Context: an optimization exercise on an open-source flow, tuned for a short achievable clock period and few clock cycles. The choices shown serve that exercise and are no tape-out recipe.
At most, simulation tests tie the RTL to the original design; equivalence was not proved.
Power figures rest on the tool's default switching activity, not on a simulated workload.

// datapath
module datapath (input clock, reset,
		 output [31:0] imem_addr,
		 input  [31:0] imem_rdata,
		 output        dmem_we,
		 output [31:0] dmem_addr, dmem_wdata,
		 input  [31:0] dmem_rdata);
reg [31:2] pcw;		 
reg [31:2] pcx;		 
wire [31:0] pc_f = {pcx, 2'b00};
reg        v_d, pred_d, spred_d, lpf_d;
reg [31:0] ins_d, pc4_d, rsv_d, rtv_d;
reg [31:2] pcs_d;
reg [3:0]  pj4_d;
reg [16:0] blo_d;
reg [13:0] pch_d, pchi_d, pchd_d;
reg        he_rs, he_rt, hm_rs, hm_rt;	 
reg        mf_d, ldst_d;
reg [31:0] a_e, b_e, sd_e, alt_e, bt_e;
reg        sld_e, lta_e, ltb_e;
reg        we_e, ld_e, st_e, br_e, brl_e, inv_e, eq_e, crs_e, mul_e, msg_e, kill_e;
reg [4:0]  wr_e;
reg        arith_e, sub_e, xp_e, xg_e, xt_e, xn_e, xb_e, sls_e, slu_e, mhi_e, mlo_e;
reg [31:0] res_m, sd_m;
reg        we_m, ld_m, st_m;
reg [4:0]  wr_m;
reg        bl_m, inv_l, eq_l, crs_l;
reg [31:0] alt_l, bt_l;
reg [31:0] wd_w;
reg        we_w;
reg [4:0]  wr_w;
reg [31:0] ma, hi0, hi1;
reg [32:0] lo;
reg [50:0] mdig;
reg        msg, mv1, mv2;
reg [511:0] mrows8;
reg [127:0] mrows2;
reg [31:0] rf [1:31];
wire stall_d, redirect, redirect_m;
wire [31:0] redirect_pc;
wire [31:0] memval = ld_m ? dmem_rdata : res_m;
wire [31:0] ins_f = imem_rdata;
wire [4:0]  rs_f = ins_f[25:21];
wire [4:0]  rt_f = ins_f[20:16];
wire [31:0] pc4_f = pc_f + 32'd4;
localparam NL = 8;
localparam LTB = 8;
reg [NL-1:0] lv, lconf, lex;	 
  ...
For scale: roughly 3,300 flip-flops, roughly 160 I/O pins, about 0.17 mm2 of cells after synthesis.
Settings: LEC_CHECK=0, CAP_MARGIN=25, CORE_MARGIN=2, CORE_UTILIZATION=40, SETUP_SLACK_MARGIN=3.2, SLEW_MARGIN=20; clock period 5.8 ns.
standard.sh (not shown) runs the stock make flow with config.mk's settings and CLKGATE_MAP_FILE= SYNTH_SCRIPT=/design/flow/synth_recipe.tcl, a recipe that flattens the netlist after the stock synthesis.
==> flow/flow/run.sh <==
#!/bin/bash
# Layout flow: the standard flow, with synthesis mapping all the logic, adders
# included, through ABC with a delay-oriented script (flow/speed.abc) in place of the
# default one and without the fixed full/half-adder cells, and the ports buffered with
# sky130_fd_sc_hd__buf_8 (the default choice is a slow delay cell). Everything else,
# including the registers that synthesis produces, is the standard flow's.
set -euo pipefail
here=$(pwd)
bash standard.sh SYNTH_SCRIPT=$here/flow/synth.tcl ADDER_MAP_FILE= "BUFFER_PORTS_ARGS=-buffer_cell sky130_fd_sc_hd__buf_8" finish > $here/standard.log 2>&1
==> flow/flow/speed.abc <==
strash
dch
map -D 1000
buffer -c
topo
stime -c
upsize -c
dnsize -c
==> flow/flow/synth.tcl <==
# The standard flow's synthesis script, with the ABC mapping script replaced by flow/speed.abc
set ::speed_abc [file join [file dirname [file normalize [info script]]] speed.abc]
proc abc {args} {
  set i [lsearch $args -script]
  lset args [expr {$i + 1}] $::speed_abc
  yosys abc {*}$args
}
source [file join [file dirname [file dirname [file normalize [info script]]]] synth_recipe.tcl]
Then changed:
--- a/flow/design.v
+++ b/flow/design.v
@@ -109,13 +109,13 @@
 wire [31:0] memval = ld_m ? dmem_rdata : res_m;
 wire [31:0] ins_f = imem_rdata;
 wire [4:0]  rs_f = ins_f[25:21];
 wire [4:0]  rt_f = ins_f[20:16];
 wire [31:0] pc4_f = pc_f + 32'd4;
 localparam NL = 8;
-localparam LTB = 8;
+localparam LTB = 10;
 reg [NL-1:0] lv, lconf, lex;	 
 reg [LTB-1:0] ltag [0:NL-1];
 reg [LTB-1:0] ltagp [0:NL-1];	 
 reg [7:0]  lcnt [0:NL-1];
 reg [7:0]  ltrip [0:NL-1];
 reg        lflip_q;
@@ -133,14 +133,14 @@
 wire [16:0] blo_f = blo_x[17:1];
 wire [31:0] btgt_f = {pc_f[31:18], blo_f[15:0], 2'b00};
 wire spred_f = (beq_f & (same_f | ins_f[15])) | (bne_f & ~same_f);
 wire lpf_f = lflip_q & (beq_f | bne_f);	 
 wire pred_f = spred_f ^ lpf_f;
 wire [31:0] jtgt_f = {pc4_f[31:28], ins_f[25:0], 2'b00};
-localparam NJ = 8;
-localparam NJB = 3;
+localparam NJ = 4;
+localparam NJB = 2;
 reg [NJ-1:0] jv;
 reg [29:0] jtag [0:NJ-1];
 reg [29:0] jdst [0:NJ-1];
 reg [NJ-1:0] jhit_f;
 reg [29:0] jt_f;
 integer u;
@@ -163,13 +163,13 @@
 end
 reg lflip_n;
 integer li;
 always @* begin
 	lflip_n = 1'b0;
 	for (li = 0; li < NL; li = li + 1)
-		lflip_n = lflip_n | (lex[li] & (fold_q ? (ltag[li] == fdst_q[LTB-1:0]) : (ltagp[li] == pcx[LTB+1:2])));
+		lflip_n = lflip_n | (lv[li] & lconf[li] & (fold_q ? (ltag[li] == fdst_q[LTB-1:0]) : (ltagp[li] == pcx[LTB+1:2])) & lex[li]);
 end
 always @(posedge clock)
 begin
 	if (reset | redirect) lflip_q <= 1'b0;
 	else if (~stall_d) lflip_q <= lflip_n & ~jmp_f & ~pred_f;
 end
@@ -346,13 +346,13 @@
 	end
 	wr_e <= wr_d;
 	inv_e <= i_bne ^ pred_d;	 
 	cinv_e <= i_bne ^ spred_d;	 
 	lpf_e <= lpf_d;
 	ltg_e <= pcs_d[LTB+1:2];
-	lbw_e <= ins_d[15] | (ins_d[20:16] == 5'd0);
+	lbw_e <= ins_d[15];
 	lhit_e <= lhit_d;
 	eq_e <= eq_d;
 	msg_e <= ~fn[0];
 	alt_e <= pred_d ? pc4_d : btgt_d;
 	bt_e <= btgt_d;
 	crs_e <= pred_d & (blo_d[16] != ins_d[15]);
@@ -421,13 +421,12 @@
 	lq_lpf <= lu_m ? lpf_l : lpf_e;
 	lq_tag <= lu_m ? ltg_l : ltg_e;
 	lq_bw <= lu_m ? lbw_l : lbw_e;
 	if (reset) begin
 		lq_v <= 1'b0;
 		lv <= {NL{1'b0}};
-		lex <= {NL{1'b0}};	 
 		lptr <= 3'b0;
 	end else begin
 		lq_v <= lu_m | lu_e;
 		if (lq_v) begin
 			if (|lq_hit) begin
 				for (lk = 0; lk < NL; lk = lk + 1) if (lq_hit[lk]) begin
What happened: Critical path depth goes up by 12; setup slack gets worse by 0.15 ns; clock-buffer cell count goes down by 33; hold slack gets better by 0.021 ns; combinational power goes down by 23%; routed wire length goes down by 6.4%; area after synthesis goes down by 5.4%; synthesized cell count goes down by 3.2%; total power goes down by 10%; clock power goes down by 8.2%.
Function was not checked in any run of this note: the RTL went through the layout flow alone.

old:
Another version of the RTL of datapath (not shown whole).
Size in the first run: roughly 14000 cells after synthesis, about 3400 flip-flops, roughly 160 I/O pins.
export LEC_CHECK = 0
export CAP_MARGIN = 25
export CORE_MARGIN = 2
export CORE_UTILIZATION = 40
export SETUP_SLACK_MARGIN = 3.2
export SLEW_MARGIN = 20
create_clock -name core_clock -period 5.8 [get_ports {clock}]
==> flow/flow/run.sh <==
#!/bin/bash
# Layout flow: the standard flow, with synthesis mapping the logic through ABC with a
# delay-oriented script (flow/speed.abc) in place of the default one, and the ports
# buffered with sky130_fd_sc_hd__buf_8 (the default choice is a slow delay cell).
# Everything else, including the registers that synthesis produces, is the standard flow's.
set -euo pipefail
here=$(pwd)
bash standard.sh SYNTH_SCRIPT=$here/flow/synth.tcl "BUFFER_PORTS_ARGS=-buffer_cell sky130_fd_sc_hd__buf_8" finish > $here/standard.log 2>&1
==> flow/flow/speed.abc <==
&get -n
&st
&dch
&nf
&put
buffer -c
topo
stime -c
upsize -c
dnsize -c
Scripts as last shown in full above: flow/flow/synth.tcl
> inputs changed (old -> new)
--- a/flow/design.v
+++ b/flow/design.v
@@ -131,18 +131,18 @@
 wire same_f = rs_f == rt_f;
 wire [17:0] blo_x = {1'b0, pc_f[17:2], 1'b1} + {1'b0, ins_f[15:0], 1'b1};
 wire [16:0] blo_f = blo_x[17:1];
 wire [31:0] btgt_f = {pc_f[31:18], blo_f[15:0], 2'b00};
 wire spred_f = (beq_f & (same_f | ins_f[15])) | (bne_f & ~same_f);
 wire lpf_f = lflip_q & (beq_f | bne_f);	 
 wire pred_f = spred_f ^ lpf_f;
 wire [31:0] jtgt_f = {pc4_f[31:28], ins_f[25:0], 2'b00};
-localparam NJ = 8;
-localparam NJB = 3;
+localparam NJ = 4;
+localparam NJB = 2;
 reg [NJ-1:0] jv;
 reg [29:0] jtag [0:NJ-1];
 reg [29:0] jdst [0:NJ-1];
 reg [NJ-1:0] jhit_f;
 reg [29:0] jt_f;
 integer u;
 always @* begin
 	jt_f = 30'b0;
[summary]
new vs old on non-filler instance count after layout: new is the lower one.
new gives less final cell utilization of the core than old did.
When new is measured against old, its final hold slack turns out 0.068 ns higher.
Max die height across old and new: old
new vs old, data required time of the worst path went down by 0.02 ns.
Going from old to new, final sequential cell count shrank by a little under 10%.
Testbench counts of new, summed over its fixed seeds: cycles 52,274.
The RTL of old was laid out without a check of its function.

[what the ideal ports hide]
In the flow no input, the clock included, has a driving cell. The finished layouts below were timed again as built, in two steps. Step 1 sets driving cells, clkbuf_16 on the clock port and buf_2 on the other inputs (assumed; they add their load-dependent delay and slew). Step 2, shift: input delay + t, output delay - t, t = (earliest + latest rising clock arrival at the registers) / 2. This alone moves slack from input paths to output paths. Slacks: ideal / step 1 / step 2; pairs: ideal / step 1.
run	shift t [ns]	slack for setup (ns)	worst slew at a driven data input, ns
the first run of note 1	1.145	3.019 / 2.883 / 1.858	0.34
the second run of note 1	1.125	2.868 / 2.868 / 2.040	0.37
old	1.103	2.881 / 2.829 / 1.726	0.48
new	1.070	2.932 / 2.849 / 1.780	0.53
After both steps setup and hold are still met in every run listed. The setup slack of the first run of note 1, which loses most, moves by -0.136 ns with the drivers and by -1.161 ns with both steps.
